This is an optimization exercise on Yosys and OpenROAD, whose aim is small area, not a production implementation.
The RTL was checked by simulation tests, not by an equivalence proof against the original design.
Power is estimated from default activity; no workload was simulated.

**flow/config.mk**
```make
export PLATFORM = sky130hd
export DESIGN_NAME = top_multi_sensor_lcd_uart
export DESIGN_NICKNAME = top_multi_sensor_lcd_uart
export VERILOG_FILES = /design/flow/design.v
export SDC_FILE = /design/flow/constraint.sdc
export NUM_CORES = 4
export LEC_CHECK = 0
export ABC_AREA = 1
export CAP_MARGIN = 20
export CORE_MARGIN = 2
export CORE_UTILIZATION = 40
export CTS_BUF_LIST = sky130_fd_sc_hd__clkbuf_4
export HOLD_SLACK_MARGIN = 0
export SLEW_MARGIN = 20
```
**flow/constraint.sdc**
```tcl
create_clock -name core_clock -period 20.0 [get_ports {clk}]
set_input_delay 4.0000 -clock core_clock [delete_from_list [all_inputs] [get_ports {clk}]]
set_output_delay 4.0000 -clock core_clock [all_outputs]
set_load 0.01 [all_outputs]
```
**flow/design.v**
```verilog
module top_multi_sensor_lcd_uart (
    input  wire        clk,
    input  wire        reset,        
    output wire        I2C_SCLK,
    input  wire        i2c_sda_in,
    output wire        i2c_sda_out,
    output wire        i2c_sda_oe,
    output reg         rs,
    output wire        rw,
    output wire        enable,
    output reg  [7:0]  data,
    output wire        uart_tx_pin
);
reg [15:0] timer_cnt;
reg        active_sensor;            
wire timer_end = &{timer_cnt[15], timer_cnt[14], timer_cnt[9], timer_cnt[8], timer_cnt[6], timer_cnt[4]};
always @(posedge clk or negedge reset) begin
    if (!reset) begin
        timer_cnt     <= 16'd0;
        active_sensor <= 1'b0;
    end else if (timer_end) begin
        timer_cnt     <= 16'd0;
        active_sensor <= ~active_sensor;
    end else begin
        timer_cnt     <= timer_cnt + 16'd1;
    end
end
reg lcd_run;
always @(posedge clk or negedge reset) begin
    if (!reset) lcd_run <= 1'b0;
    else if (&{timer_cnt[9], timer_cnt[8], timer_cnt[7], timer_cnt[6], timer_cnt[5], timer_cnt[3]})
        lcd_run <= 1'b1;
end
reg [5:0] div50;
wire i2c_step = div50[5] & div50[4] & ~div50[1] & div50[0];      
always @(posedge clk or negedge reset) begin
    if (!reset)        div50 <= 6'd63;
    else if (i2c_step) div50 <= 6'd0;
    else               div50 <= div50 + 6'd1;
end
reg  [7:0] i2c_pos;
wire       is_bh = &i2c_pos[7:4];
wire [3:0] bh_s  = is_bh ? i2c_pos[3:0] : 4'd0;
reg  [5:0] bh_c;         
reg  [5:0] bh_w;         
reg        bh_sclk;
reg        lux_valid;
localparam B_WRITE = 4'd5, B_READ = 4'd12, B_SPR = 4'd13, B_SPRR = 4'd14, B_SPRS = 4'd15;
reg       ads_sclk, ads_oe, ads_sda, ads_cap;
reg [6:0] ac;
always @(*) begin
    ads_sclk = 1'b1; ads_oe = 1'b1; ads_sda = 1'b1; ads_cap = 1'b0; ac = 7'd0;
    if (i2c_pos >= 8'd5 && i2c_pos <= 8'd76) begin               
        ac = i2c_pos - 8'd5;
        ads_sclk = ac[0];
        ads_oe = !(ac[6:1] == 6'd8 || ac[6:1] == 6'd17 || ac[6:1] == 6'd26 || ac[6:1] == 6'd35);
        case (ac[6:1])
            6'd0: ads_sda = 1'b1; 6'd1: ads_sda = 1'b0; 6'd2: ads_sda = 1'b0; 6'd3: ads_sda = 1'b1;
            6'd4: ads_sda = 1'b0; 6'd5: ads_sda = 1'b0; 6'd6: ads_sda = 1'b0; 6'd7: ads_sda = 1'b0;
            6'd9:  ads_sda = 1'b0; 6'd10: ads_sda = 1'b0; 6'd11: ads_sda = 1'b0; 6'd12: ads_sda = 1'b0;
            6'd13: ads_sda = 1'b0; 6'd14: ads_sda = 1'b0; 6'd15: ads_sda = 1'b0; 6'd16: ads_sda = 1'b1;
            6'd18: ads_sda = 1'b1; 6'd19: ads_sda = 1'b1; 6'd20: ads_sda = 1'b0; 6'd21: ads_sda = 1'b0;
            6'd22: ads_sda = 1'b0; 6'd23: ads_sda = 1'b0; 6'd24: ads_sda = 1'b1; 6'd25: ads_sda = 1'b1;
            6'd27: ads_sda = 1'b1; 6'd28: ads_sda = 1'b0; 6'd29: ads_sda = 1'b0; 6'd30: ads_sda = 1'b0;
            6'd31: ads_sda = 1'b0; 6'd32: ads_sda = 1'b0; 6'd33: ads_sda = 1'b1; 6'd34: ads_sda = 1'b1;
            default: ads_sda = 1'b1;
        endcase
    end else if (i2c_pos >= 8'd114 && i2c_pos <= 8'd149) begin   
        ac = i2c_pos - 8'd114;
        ads_sclk = ac[0];
        ads_oe = !(ac[6:1] == 6'd8 || ac[6:1] == 6'd17);
        case (ac[6:1])
            6'd0: ads_sda = 1'b1; 6'd1: ads_sda = 1'b0; 6'd2: ads_sda = 1'b0; 6'd3: ads_sda = 1'b1;
            6'd4: ads_sda = 1'b0; 6'd5: ads_sda = 1'b0; 6'd6: ads_sda = 1'b0; 6'd7: ads_sda = 1'b0;
            6'd9:  ads_sda = 1'b0; 6'd10: ads_sda = 1'b0; 6'd11: ads_sda = 1'b0; 6'd12: ads_sda = 1'b0;
            6'd13: ads_sda = 1'b0; 6'd14: ads_sda = 1'b0; 6'd15: ads_sda = 1'b0; 6'd16: ads_sda = 1'b0;
            default: ads_sda = 1'b1;
        endcase
    end else if (i2c_pos >= 8'd156 && i2c_pos <= 8'd209) begin   
        ac = i2c_pos - 8'd156;
        ads_sclk = ac[0];
        ads_oe = (ac <= 7'd15) || ac[6:1] == 6'd17 || ac[6:1] == 6'd26;
        case (ac[6:1])
            6'd0: ads_sda = 1'b1; 6'd1: ads_sda = 1'b0; 6'd2: ads_sda = 1'b0; 6'd3: ads_sda = 1'b1;
            6'd4: ads_sda = 1'b0; 6'd5: ads_sda = 1'b0; 6'd6: ads_sda = 1'b0; 6'd7: ads_sda = 1'b1;
            6'd17: ads_sda = 1'b0;
            default: ads_sda = 1'b1;
        endcase
        ads_cap = ac[0] && ((ac >= 7'd19 && ac <= 7'd33) || (ac >= 7'd37 && ac <= 7'd51));
    end else begin
        case (i2c_pos)
            8'd4, 8'd113, 8'd155, 8'd77, 8'd150, 8'd210: ads_sclk = 1'b0;
            default: ads_sclk = 1'b1;
        endcase
        case (i2c_pos)
            8'd3, 8'd4, 8'd77, 8'd78, 8'd112, 8'd113, 8'd150, 8'd151,
            8'd154, 8'd155, 8'd210, 8'd211: ads_sda = 1'b0;
            default: ads_sda = 1'b1;
        endcase
    end
end
wire ads_valid = (i2c_pos == 8'd211) || (i2c_pos == 8'd212);
reg bh_oe, bh_sda, bh_cap;
always @(*) begin
    bh_oe = 1'b1; bh_sda = 1'b1; bh_cap = 1'b0;
    case (bh_s)
        4'd1: bh_sda = 1'b1;                        
        4'd2, 4'd3, 4'd4: bh_sda = 1'b0;            
        B_WRITE: begin
            bh_oe = (bh_c <= 6'd15) || (bh_c >= 6'd18 && bh_c <= 6'd33);
            case (bh_c[5:1])
                5'd0: bh_sda = 1'b0; 5'd1: bh_sda = 1'b1; 5'd2: bh_sda = 1'b0; 5'd3: bh_sda = 1'b0;
                5'd4: bh_sda = 1'b0; 5'd5: bh_sda = 1'b1; 5'd6: bh_sda = 1'b1; 5'd7: bh_sda = 1'b0;
                5'd9: bh_sda = 1'b0; 5'd10: bh_sda = 1'b0; 5'd11: bh_sda = 1'b0; 5'd12: bh_sda = 1'b1;
                5'd13: bh_sda = 1'b0; 5'd14: bh_sda = 1'b0; 5'd15: bh_sda = 1'b0; 5'd16: bh_sda = 1'b1;
                default: bh_sda = 1'b1;
            endcase
        end
        4'd6, 4'd7: bh_sda = 1'b0;                  
        4'd8: bh_sda = 1'b1;                        
        4'd9, 4'd10, 4'd11: bh_sda = 1'b0;          
        B_READ: begin
            bh_oe = (bh_c <= 6'd15) || bh_c[5:1] == 5'd17 || bh_c[5:1] == 5'd26;
            case (bh_c[5:1])
                5'd0: bh_sda = 1'b0; 5'd1: bh_sda = 1'b1; 5'd2: bh_sda = 1'b0; 5'd3: bh_sda = 1'b0;
                5'd4: bh_sda = 1'b0; 5'd5: bh_sda = 1'b1; 5'd6: bh_sda = 1'b1; 5'd7: bh_sda = 1'b1;
                5'd17: bh_sda = 1'b0;
                default: bh_sda = 1'b1;
            endcase
            bh_cap = bh_c[0] && ((bh_c >= 6'd19 && bh_c <= 6'd33) || (bh_c >= 6'd37 && bh_c <= 6'd51));
        end
        B_SPR, B_SPRR: bh_sda = 1'b0;
        default: bh_sda = 1'b1;
    endcase
end
assign I2C_SCLK    = active_sensor ? bh_sclk : ads_sclk;
assign i2c_sda_out = active_sensor ? bh_sda  : ads_sda;
assign i2c_sda_oe  = active_sensor ? bh_oe   : ads_oe;
always @(posedge clk or negedge reset) begin
    if (!reset) begin
        i2c_pos <= 8'd0;
    end else if (i2c_step) begin
        if (!active_sensor) begin
            if (is_bh || i2c_pos == 8'd212) i2c_pos <= 8'd1;
            else                            i2c_pos <= i2c_pos + 8'd1;
        end else if (!is_bh) begin
            i2c_pos <= 8'hF1;
        end else begin
            case (bh_s)
                B_WRITE: if (bh_c == 6'd35) i2c_pos <= 8'hF6;
                B_READ:  if (bh_c == 6'd53) i2c_pos <= 8'hFD;
                B_SPRS:  if (bh_w[5] & bh_w[4] & bh_w[3] & bh_w[2]) i2c_pos <= 8'hF9;
                default: i2c_pos <= i2c_pos + 8'd1;
            endcase
        end
    end
end
always @(posedge clk or negedge reset) begin
    if (!reset) begin
        bh_c <= 6'd0; bh_w <= 6'd0; bh_sclk <= 1'b1; lux_valid <= 1'b0;
    end else if (i2c_step) begin
        case (bh_s)
            4'd3, 4'd10: bh_sclk <= 1'b0;
            4'd4, 4'd8, 4'd11: ;
            B_WRITE: begin
                bh_sclk <= ~bh_sclk;
                bh_c    <= (bh_c >= 6'd35) ? bh_c - 6'd35 : bh_c + 6'd1;
            end
            B_READ: begin
                bh_sclk <= ~bh_sclk;
                bh_c    <= (bh_c == 6'd53) ? 6'd0 : bh_c + 6'd1;
            end
            B_SPRS: bh_w <= (bh_w[5] & bh_w[4] & bh_w[3] & bh_w[2]) ? 6'd0 : bh_w + 6'd1;
            default: bh_sclk <= 1'b1;
        endcase
        if (!active_sensor)                   lux_valid <= 1'b0;
        else if (bh_s == B_SPR)               lux_valid <= 1'b1;
        else if (bh_s == B_SPRS && bh_w == 0) lux_valid <= 1'b0;
    end
end
reg  [15:0] rx;
reg  [10:0] hacc;        
reg         hbr;         
reg         hneg;        
wire        hcalc = (i2c_pos == 8'd208) && (div50 <= 6'd25);
wire        hsub  = !div50[5] && !div50[4];                  
wire        kbit  = (16'h5DC0 >> div50[3:0]) & 1'b1;         
wire        bin   = (div50 == 6'd0) ? 1'b0 : hbr;
wire        dbit  = kbit ^ rx[0] ^ bin;
wire        bout  = (!kbit & (rx[0] | bin)) | (rx[0] & bin);
wire [11:0] hsum  = {1'b0, hacc} + ((hsub & dbit) ? 12'd1589 : 12'd0);
always @(posedge clk) begin
    if (i2c_step && (ads_cap || bh_cap))
        rx <= {rx[14:0], i2c_sda_in};
    else if (hcalc)
        rx <= {hsum[0], rx[15:1]};
end
always @(posedge clk) begin
    hacc <= hcalc ? hsum[11:1] : 11'd0;
    if (hcalc && hsub) hbr <= bout;
    if (hcalc && div50 == 6'd15) hneg <= rx[0];
end
reg [6:0] humidity;
always @(*) begin
    if (hneg)                humidity = 7'd100;
    else if (hbr)            humidity = 7'd0;
    else if (rx[15:8] > 8'd100) humidity = 7'd100;
    else                     humidity = rx[14:8];
end
reg  [15:0] latched_lux;
reg  [6:0]  latched_hum;
wire [15:0] lux_value = (i2c_pos == 8'hFE) ? rx : latched_lux;
always @(posedge clk or negedge reset) begin
    if (!reset) begin
        latched_lux <= 16'd0;
        latched_hum <= 7'd0;
    end else begin
        if (ads_valid) latched_hum <= humidity;
        if (lux_valid) latched_lux <= lux_value;
    end
end
reg [8:0]  u_cnt;        
reg [1:0]  u_byte;
reg [15:0] u_buf;
reg        u_lux;
always @(posedge clk or negedge reset) begin
    if (!reset) begin
        u_cnt <= 9'd0; u_byte <= 2'd0;
    end else if (u_cnt == 9'd0) begin
        if (lux_valid || ads_valid) begin
            u_cnt <= 9'd108; u_byte <= 2'd0;
        end
    end else if (u_cnt == 9'd372) begin
        u_cnt  <= (u_byte == 2'd3) ? 9'd0 : 9'd108;
        u_byte <= u_byte + 2'd1;
    end else begin
        u_cnt <= u_cnt + 9'd1;
    end
end
always @(posedge clk) begin
    if (u_cnt == 9'd0) begin
        u_lux <= lux_valid;
        u_buf <= lux_valid ? lux_value : {9'd0, humidity};
    end
end
reg [7:0] u_data;
always @(*) begin
    case (u_byte)
        2'd0: u_data = u_lux ? 8'hAA : 8'hBB;
        2'd1: u_data = u_buf[15:8];
        2'd2: u_data = u_buf[7:0];
        default: u_data = 8'h0A;
    endcase
end
assign uart_tx_pin = (u_cnt[8:4] == 5'b00111) ? 1'b0 :
                     (u_cnt[8:7] == 2'b01)    ? u_data[u_cnt[6:4]] : 1'b1;
reg [4:0] lcd_div;
wire lcd_step = (lcd_div == 5'd15);
assign enable = lcd_div[4];
assign rw = 1'b0;
always @(posedge clk or negedge reset) begin
    if (!reset) lcd_div <= 5'd0;
    else        lcd_div <= lcd_div + 5'd1;
end
reg        bcd_sel;
reg [5:0]  bcd_t;
reg [19:0] dd;           
reg [8:0]  bcd1;
reg [18:0] bcd2;
always @(posedge clk or negedge reset) begin
    if (!reset) begin
        bcd_sel <= 1'b0; bcd_t <= 6'd0;
    end else if (!lcd_run) begin
        bcd_sel <= 1'b0; bcd_t <= 6'd0;
    end else if (bcd_t == 6'd35) begin
        bcd_sel <= ~bcd_sel; bcd_t <= 6'd0;
    end else begin
        bcd_t <= bcd_t + 6'd1;
    end
end
function [3:0] corr;
    input [3:0] v;
    corr = (v >= 4'd5) ? v + 4'd3 : v;
endfunction
reg [19:0] ddc;
always @(*) begin
    ddc = dd;
    ddc[3:0] = corr(dd[3:0]);
    if (bcd_t[3:2] != 2'b00) ddc[7:4]   = corr(dd[7:4]);
    if (bcd_t[3])            ddc[11:8]  = corr(dd[11:8]);
    if (bcd_t[3:2] == 2'b11) ddc[15:12] = corr(dd[15:12]);
end
always @(posedge clk) begin
    if (bcd_t == 6'd0)
        dd <= {bcd_sel ? latched_lux : {9'd0, latched_hum}, 4'd0};
    else if (bcd_t[5:4] == 2'b01)
        dd <= {ddc[18:0], ddc[19]};
    if (bcd_t == 6'd35) begin
        if (bcd_sel) bcd2 <= dd[18:0];
        else         bcd1 <= dd[8:0];
    end
end
reg [5:0] lcd_pos;
always @(posedge clk or negedge reset) begin
    if (!reset)         lcd_pos <= 6'd0;
    else if (!lcd_run)  lcd_pos <= 6'd0;
    else if (lcd_step)  lcd_pos <= (lcd_pos == 6'd49) ? 6'd38 : lcd_pos + 6'd1;
end
function [7:0] static_text;
    input [4:0] a;
    case (a)
        5'd0:  static_text = 8'h48; 5'd1:  static_text = 8'h75; 5'd2:  static_text = 8'h6D;
        5'd3:  static_text = 8'h65; 5'd4:  static_text = 8'h64; 5'd5:  static_text = 8'h61;
        5'd6:  static_text = 8'h64; 5'd7:  static_text = 8'h28; 5'd8:  static_text = 8'h25;
        5'd9:  static_text = 8'h29;
        5'd16: static_text = 8'h56; 5'd17: static_text = 8'h61; 5'd18: static_text = 8'h6C;
        5'd19: static_text = 8'h6F; 5'd20: static_text = 8'h72; 5'd21: static_text = 8'h5F;
        5'd22: static_text = 8'h4C; 5'd23: static_text = 8'h75; 5'd24: static_text = 8'h78;
        default: static_text = 8'h20;
    endcase
endfunction
function [7:0] digit_char;
    input [18:0] b;
    input [2:0]  j;
    reg z4, z3, z2, z1;
    begin
        z4 = (b[18:16] == 3'd0);
        z3 = z4 && (b[15:12] == 4'd0);
        z2 = z3 && (b[11:8] == 4'd0);
        z1 = z2 && (b[7:4] == 4'd0);
        case (j)
            3'd0: digit_char = z4 ? 8'h20 : {5'b00110, b[18:16]};
            3'd1: digit_char = z3 ? 8'h20 : {4'h3, b[15:12]};
            3'd2: digit_char = z2 ? 8'h20 : {4'h3, b[11:8]};
            3'd3: digit_char = z1 ? 8'h20 : {4'h3, b[7:4]};
            default: digit_char = {4'h3, b[3:0]};
        endcase
    end
endfunction
reg       nrs;
reg [7:0] ndata;
always @(*) begin
    nrs = 1'b1; ndata = 8'h00;
    if (lcd_pos == 6'd0) begin
        nrs = 1'b0; ndata = 8'h00;
    end else if (lcd_pos <= 6'd4) begin
        nrs = 1'b0;
        case (lcd_pos[2:0])
            3'd1: ndata = 8'h38; 3'd2: ndata = 8'h06; 3'd3: ndata = 8'h0C; default: ndata = 8'h01;
        endcase
    end else if (lcd_pos <= 6'd20) begin
        ndata = static_text({1'b0, lcd_pos[3:0] - 4'd5});
    end else if (lcd_pos == 6'd21) begin
        nrs = 1'b0; ndata = 8'hC0;
    end else if (lcd_pos <= 6'd37) begin
        ndata = static_text({1'b1, lcd_pos[3:0] - 4'd6});
    end else if (lcd_pos == 6'd38) begin
        nrs = 1'b0; ndata = 8'h8B;
    end else if (lcd_pos <= 6'd43) begin
        ndata = digit_char({10'd0, bcd1}, lcd_pos[2:0] - 3'd7);
    end else if (lcd_pos == 6'd44) begin
        nrs = 1'b0; ndata = 8'hCB;
    end else begin
        ndata = digit_char(bcd2, lcd_pos[2:0] - 3'd5);
    end
end
always @(posedge clk or negedge reset) begin
    if (!reset) begin
        rs <= 1'b0; data <= 8'h00;
    end else if (lcd_step) begin
        if (!lcd_run) begin
            data <= 8'h00;
        end else begin
            rs <= nrs; data <= ndata;
        end
    end
end
endmodule
```
**flow/run.sh**
```bash
#!/bin/bash
# synth_recipe.tcl (not shown) runs the flow's synth.tcl, then flattens the netlist and writes it again
# the make line also repeats each setting of config.mk as NAME=value (left out here)
make -C /OpenROAD-flow-scripts/flow DESIGN_CONFIG=/design/flow/config.mk WORK_HOME=/design/flow/orfs CLKGATE_MAP_FILE= SYNTH_SCRIPT=/design/flow/synth_recipe.tcl finish
```
==> flow_summary.json, run 1 <==
{
  "globalplace.congestion": 0.9451,
  "slew_violations": 0,
  "arrival_ns": 3.70,
  "tns_ns": 0,
  "die_area_sq_um": 32480,
  "cp_slowest_stage_delay_ns": 0.72,
  "ys_ff_latch": 201,
  "max_freq_ghz": 0.1299,
  "wl_um": 30360,
  "post_cts_resized": 0,
  "whs_path_depth": 1,
  "postRouteAntennaNets": 0,
  "initial_utilization": 0.4061,
  "hold_ws_ns": 0.4551,
  "cts_hold_buf": 0,
  "final_util": 0.4494,
  "chipWidth_um": 180.2,
  "grt_pass1_vias": 10560,
  "outcome": "finished clean",
  "synth_edf_count": 79,
  "setup_viol": 0,
  "post_cts_buffers": 0,
  "drv_cap": 0,
  "cts_buffers": 57,
  "synth_nets": 1692,
  "grt.overflow.total": 0,
  "power_mw": 0.8329,
  "critPathRequiredTime_ns": 16.00,
  "route.detailed.drc": 0,
  "reg2reg_depth": 15,
  "hp-class": "reg -> reg",
  "drt_iter0_drc": 693,
  "syn_inst": 1616,
  "crit_cells": 14,
  "mostFrequentLayoutCell": "nand2_1",
  "p_per_area_nw_per_um2": 60.59,
  "power.switching_mw": 0.1868,
  "crit_family": "buffers and inverters",
  "finalHoldViolCount": 0,
  "p_comb_frac": 0.006,
  "core_sq_um": 30590,
  "final.min_clock_period_ns": 7.701,
  "yosysWarningCount": 1,
  "slew_headroom": 0.4033,
  "cts_max_level": 2,
  "fin_skew_ns": 0.08558,
  "die_h_um": 180.2,
  "antenna_found_initial": 1,
  "cts_sinks": 201,
  "path_class": "reg -> out",
  "ys_types": 56,
  "synth_seq_area_share": 0.4314,
  "dp_hpwl_um": 22140,
  "grt_pass1_wl_um": 51640,
  "final_cell_area_sq_um": 13750,
  "grt_max_degree": 66,
  "synth-async-reset-ratio": 0.5323,
  "synth.avg_cell_area_sq_um": 7.687,
  "place_inst": 2002,
  "std_cell_rows": 64,
  "clk_latency_ns": 0.71,
  "io_pins": 18,
  "synthFlopType": "dfrtp_1",
  "fin_cells": 2110,
  "sw_frac_of_total": 0.2243,
  "tightestPinTransition_ns": 0.8950,
  "seq_power_share": 0.511,
  "crit_path_end_kind": "primary output",
  "crit_chain": "inv_1 -> ha_1 -> nand2_1 -> inv_1 -> o21ai_0 -> nand2_1 -> nand3_1 -> nand2_1 -> inv_1 -> nand2_1 -> nand3_1 -> nand2_1 -> a21oi_1 -> clkdlybuf4s50_1",
  "drt-vias-per-instance": 5.145,
  "power_frac_clock": 0.483,
  "final_nets": 1741,
  "grt_usage": 0.1891,
  "vdd.ir_drop.worst_uv": 38.53,
  "place_area_sq_um": 12960,
  "cp-start-kind": "flip-flop",
  "path_common_cell": "nand2_1",
  "setup_slack_ns": 12.30,
  "syn_to_final_growth_pct": 10.67,
  "leakage_nw": 6.453,
  "critPathBufInv": 4,
  "fin_crit_sh": 0.3850,
  "wire_per_inst_um": 14.39,
  "vias": 10860,
  "crit_path_top_delay_cell": "dfrtp_1",
  "syn_area_sq_um": 12420,
  "io_buffers": 16,
  "p_int_mw": 0.6461,
  "cts_root_buf": "clkbuf_4",
  "path_max_fanout": 16,
  "drive_above_1_share": 0.07472,
  "drtPass1Iterations": 5,
  "place_ws_ns": 13.02,
  "tritoncts": "yes",
  "cts.clk_slew.worst_paths_ns": 0.07,
  "clockBufferDepth": 3,
  "layout_common_cells": "nand2_1 (402), inv_1 (209), nor2_1 (166), o21ai_0 (140), nand3_1 (115)",
  "rsz0062_at_grt": "false"
}
## final cells by class
type | count | area (sq um)
timing repair buffer | 20 | 187.7
antenna | 1 | 2.502
fill | 3130 | 16840
clock inverter | 23 | 155.1
multi-input combinational | 1168 | 6102
inverter | 217 | 814.5
tap | 396 | 495.5
sequential | 201 | 5359
clock buffer | 84 | 630.6
## cells by family (layout without fill, tap and decap cells)
family          Yosys count  in the layout  share of synthesized area
xor+xnor                 31             31                    0.02186
fa+ha+maj                73             73                    0.07413
flops                   201            201                     0.4314
buf+inv                 247            344                    0.07786
other cells               1              2                  0.0003019
compound gates          303            303                     0.1380
simple gates            760            760                     0.2564
## path summary, 6_finish.rpt
check	start	slack, ns	endpoint
worst max-delay path	i2c_pos[2]	12.30	i2c_sda_out
worst min-delay path	lcd_div[0]	0.46	lcd_div[0]
worst max register to register	i2c_pos[0]	16.21	rx[2]
worst min register to register	lcd_div[0]	0.46	lcd_div[0]
max in group asynchronous	reset	15.34	i2c_pos[0]
min in group asynchronous	reset	3.28	lcd_pos[5]
## cell usage after synthesis (all sizes together), types with 2 or more instances
master | number | area, sq um
or2 | 3 | 18.77
buf | 13 | 88.83
and3 | 2 | 12.51
o21ai | 142 | 714.4
dfstp | 7 | 183.9
o32ai | 2 | 17.52
nor2 | 171 | 659.4
a211oi | 4 | 30.03
a22oi | 3 | 22.52
dfrtp | 100 | 2502
o311ai | 2 | 17.52
nand3 | 116 | 585.6
a32o | 6 | 60.06
a22o | 4 | 35.03
o21a | 7 | 52.55
xor2 | 28 | 245.2
nand2 | 405 | 1533
nor3b | 4 | 30.03
nor3 | 26 | 130.1
edfxtp | 79 | 2372
clkbuf | 17 | 63.81
dfxtp | 15 | 300.3
ha | 72 | 900.9
inv | 214 | 803.3
a21oi | 87 | 446.7
xnor2 | 3 | 26.28
nand3b | 3 | 22.52
o31ai | 6 | 45.04
o22ai | 18 | 112.6
a31oi | 9 | 56.30
nor4 | 5 | 37.53
clkinv | 3 | 11.26
o211ai | 7 | 52.55
nand4 | 24 | 150.1
## registers in the layout (all words and copies together), names as in the netlist, 2 cells and up
| signal | cells |
|---|---|
| dd | 20 |
| i2c_pos | 8 |
| data | 8 |
| bcd1 | 9 |
| hacc | 11 |
| lcd_div | 5 |
| latched_lux | 16 |
| rx | 16 |
| bh_w | 6 |
| bh_c | 6 |
| u_buf | 16 |
| u_cnt | 9 |
| u_byte | 2 |
| timer_cnt | 16 |
| lcd_pos | 6 |
| div50 | 6 |
| bcd_t | 6 |
| latched_hum | 7 |
| bcd2 | 19 |
## layer usage
metal	share of wire	up-vias	track usage
met3	0.051	71	0.03173
met2	0.46	295	0.3118
met5	0	-	0
met1	0.46	4975	0.2494
li1	-	5516	-
met4	0.032	0	0.07129
## power by group through the flow
stage	Clock, mW	Combinational (mW)	Sequential [mW]
floorplan	0	0.000231	0.434
global placement	0	0.00534	0.434
detailed placement	0	0.00543	0.434
CTS	0.417	0.00540	0.425
global route	0.441	0.00607	0.425
finish	0.402	0.00492	0.426
==> run 2: changes to the inputs <==
--- a/flow/config.mk
+++ b/flow/config.mk
@@ -7,3 +7,2 @@
 export LEC_CHECK = 0
-export ABC_AREA = 1
 export CAP_MARGIN = 20
@@ -11,4 +10,2 @@
 export CORE_UTILIZATION = 40
-export CTS_BUF_LIST = sky130_fd_sc_hd__clkbuf_4
-export HOLD_SLACK_MARGIN = 0
 export SLEW_MARGIN = 20
==> run 2 against run 1 <==
  * Hold slack got worse by 0.0023 ns
  * First-iteration DRC count up 22%
  * Setup slack got worse by 0.92 ns
  * Critical path depth shrank 4
  * Clock power increased by 1%
  * Sequential power hardly changed
  * Sequential cell count is the same
  * Global-route usage down 1.3 points
  * Sequential share of layout area increased by 0.43 points
  * Critical endpoint is now i2c_sda_oe
  * Largest cell class unchanged
==> flow_summary.json, run 2 <==
{
  "globalplace.congestion": 0.8643,
  "initial_utilization": 0.4071,
  "core_sq_um": 30670,
  "reg_top3": "dd (20), bcd2 (19)",
  "fin_skew_ns": 0.01108,
  "synth.avg_cell_area_sq_um": 9.359,
  "path_common_cell": "nand3_1",
  "antenna_cells": 0,
  "path_class": "reg -> out",
  "std_cell_rows": 64,
  "drtPass1Iterations": 6,
  "vias": 9790,
  "tightestPinTransition_ns": 0.9778,
  "grt_pass1_wl_um": 48440,
  "die_area_sq_um": 32640,
  "synthFlopType": "dfrtp_1",
  "drv_cap": 0,
  "layout_common_cells": "nand2_1 (149), nor2_1 (113), dfrtp_1 (100), o21ai_0 (97), edfxtp_1 (79)",
  "crit_path_end_kind": "primary output",
  "cts_sinks": 201,
  "whs_path_depth": 1,
  "route.detailed.drc": 0,
  "yosysWarningCount": 1,
  "syn_to_final_growth_pct": 8.899,
  "post_cts_buffers": 0,
  "grt.overflow.total": 0,
  "place_ws_ns": 12.03,
  "final.min_clock_period_ns": 8.620,
  "syn_inst": 1334,
  "finalHoldViolCount": 0,
  "largest_register": "dd",
  "grt_max_degree": 57,
  "yosysTopAreaCellShare": 0.2004,
  "synth_nets": 1410,
  "arrival_ns": 4.62,
  "synth.most_common_cell": "nand2_1",
  "hold_ws_ns": 0.4528,
  "ys_ff_latch": 201,
  "synthTopCellsByArea": "dfrtp_1 (20%), edfxtp_1 (19%), ha_1 (7.2%), nand2_1 (4.5%), o21ai_0 (3.9%)",
  "grt_usage": 0.1759,
  "r2r_end": "rx[9]",
  "synth_top_area_cell": "dfrtp_1",
  "hp-class": "reg -> reg",
  "slew_headroom": 0.3481,
  "crit_chain": "clkinv_1 -> ha_1 -> nor2b_1 -> or3_1 -> nand3_1 -> nor3_1 -> and2_0 -> or4_1 -> nand3_1 -> clkdlybuf4s50_1",
  "holdPathEnd": "lcd_div[0]",
  "largest_reg_flops": 20,
  "synth-async-reset-ratio": 0.5323,
  "drive_above_1_share": 0.07304,
  "hp-start": "lcd_div[0]",
  "cp-start-kind": "flip-flop",
  "tns_ns": 0,
  "postRouteAntennaNets": 0,
  "post_cts_resized": 0,
  "r2r-start": "i2c_pos[3]",
  "synth_edf_count": 79,
  "critPathRequiredTime_ns": 16.00,
  "io_pins": 18,
  "die_h_um": 180.7,
  "clk_latency_ns": 0.50,
  "antenna_found_initial": 0,
  "final_nets": 1388,
  "setup_slack_ns": 11.38,
  "cts_buffers": 23,
  "max_freq_ghz": 0.1160,
  "cts_hold_buf": 0,
  "cp_slowest_stage_delay_ns": 0.96,
  "wl_um": 29140,
  "syn_area_sq_um": 12480,
  "vdd.ir_drop.worst_uv": 43.27,
  "wire_per_inst_um": 16.90,
  "slew_violations": 0,
  "grt_pass1_vias": 9414,
  "ys_types": 82,
  "cts_max_level": 1,
  "chipWidth_um": 180.7,
  "outcome": "finished clean",
  "cts.clk_slew.worst_paths_ns": 0.07,
  "drt_iter0_drc": 848,
  "fin_crit_sh": 0.4310,
  "rrSetupSlack_ns": 14.92,
  "dp_hpwl_um": 20240,
  "path_max_fanout": 26,
  "leakage_nw": 5.355,
  "p_per_area_nw_per_um2": 61.68,
  "reg2reg_depth": 9,
  "io_buffers": 16,
  "rsz0062_at_grt": "false",
  "cts_root_buf": "clkbuf_16",
  "tritoncts": "yes",
  "synth_seq_area_share": 0.4292,
  "setup_viol": 0,
  "crit_path_top_delay_cell": "dfrtp_1",
  "ys_top_cells_by_count": "nand2_1 (149), nor2_1 (113), dfrtp_1 (100)",
  "clockBufferDepth": 3,
  "drt-vias-per-instance": 5.679,
  "mostFrequentLayoutCell": "nand2_1"
}
[run 2: cell count changes in the layout (fill, tap and decap cells not counted), moves of 20 or more]
cell | previous run | this run
nand2_1 | 402 | 149
inv_1 | 209 | 54
clkbuf_4 | 84 | 0
nand3_1 | 115 | 61
nor2_1 | 166 | 113
o21ai_0 | 140 | 97
mux2_2 | 0 | 27
xnor2_1 | 3 | 29
clkbuf_16 | 0 | 23
nand2b_1 | 0 | 20
nor2b_1 | 1 | 21
[run 2: worst max-delay path by stage]
| stage | start | to | slack (ns) | depth (start not counted) |
|---|---|---|---|---|
| final | i2c_pos[3] | i2c_sda_oe | 11.38 | 10 |
| after global routing | i2c_pos[3] | I2C_SCLK | 11.08 | 10 |
| after CTS | i2c_pos[3] | i2c_sda_oe | 11.42 | 10 |
| after detailed placement | i2c_pos[3] | i2c_sda_oe | 12.03 | 10 |
| after global placement | i2c_pos[3] | i2c_sda_oe | 12.06 | 10 |
| after floorplan | i2c_pos[0] | i2c_sda_out | 13.18 | 13 |
[run 2: kinds of logic (layout without fill, tap and decap cells)]
family	after synthesis	count (layout)	synth area share
AOI/OAI and AO/OA	336	336	0.1768
buffers and inverters	126	120	0.04289
muxes	52	52	0.04801
DFF	201	201	0.4292
xor gates and xnor gates	56	56	0.03929
and+or+nand+nor	489	489	0.1897
adders and majority gates	73	73	0.07376
other	1	1	0.0003004
[run 2: critical path: cells and delay by family, from the launching register on]
kind	cells	cell delay [ns]
buffers and inverters	2	1.12
adders and majority gates	1	0.45
and+or+nand+nor	7	1.58
DFF	1	0.96
[run 2: where the power goes]
group	leakage (nW)	switching, mW	internal [mW]	total [mW]
Clock	0.341	0.169	0.239	0.408
Combinational	2.54	0.00451	0.000415	0.00493
Sequential	2.47	0	0.426	0.426
[run 2: layout make-up]
type	count	area [sq um]
clock buffers	29	598.1
clock inverters	12	128.9
fillers	2979	17070
inverters	56	210.2
multi-input cells	1007	6590
flip-flops and latches	201	5359
well taps	396	495.5
repair buffers	23	214.0
[run 2: metal layers]
layer,GRT usage,vias to the layer above,share of wire
li1,-,4817,-
met1,0.2479,4696,0.47
met2,0.2902,238,0.46
met3,0.01819,39,0.044
met4,0.04323,0,0.018
met5,0,-,0
[run 2: metrics by stage]
step | std cells | instance area (sq um) | utilization | power [mW]
2_1_floorplan | 1334 | 12480 | - | 0.4341
3_3_place_gp | 1682 | 12860 | 0.4192 | 0.4392
3_5_place_dp | 1683 | 12870 | 0.4196 | 0.4392
4_1_cts | 1724 | 13600 | 0.4433 | 0.8491
5_1_grt | 1724 | 13600 | 0.4433 | 0.8688
6_report | 1724 | 13600 | 0.4433 | 0.8386

## afterwards: timing with drivers on the ports
The results above use ideal ports. As a check the final layouts listed here were re-extracted and re-timed, cells and wires unchanged. Step 1 assumes that a clkbuf_16 drives the clock port and a buf_2 every other input. Step 2 adds t to the input delays and takes it off the output delays; t is the mean of the earliest and latest rising clock arrival at the registers after step 1. Input paths then give back, and output paths get back, about the clock's delay inside the block. a / b / c = ideal / step 1 / step 2; a / b = the first two.
run	t (ns)	setup WS [ns]	pins driven straight from the clock port
run 1	0.717	12.299 / 12.256 / 12.973	1
run 2	0.546	11.380 / 11.333 / 11.878	1
After both steps setup and hold are still met in every run listed.
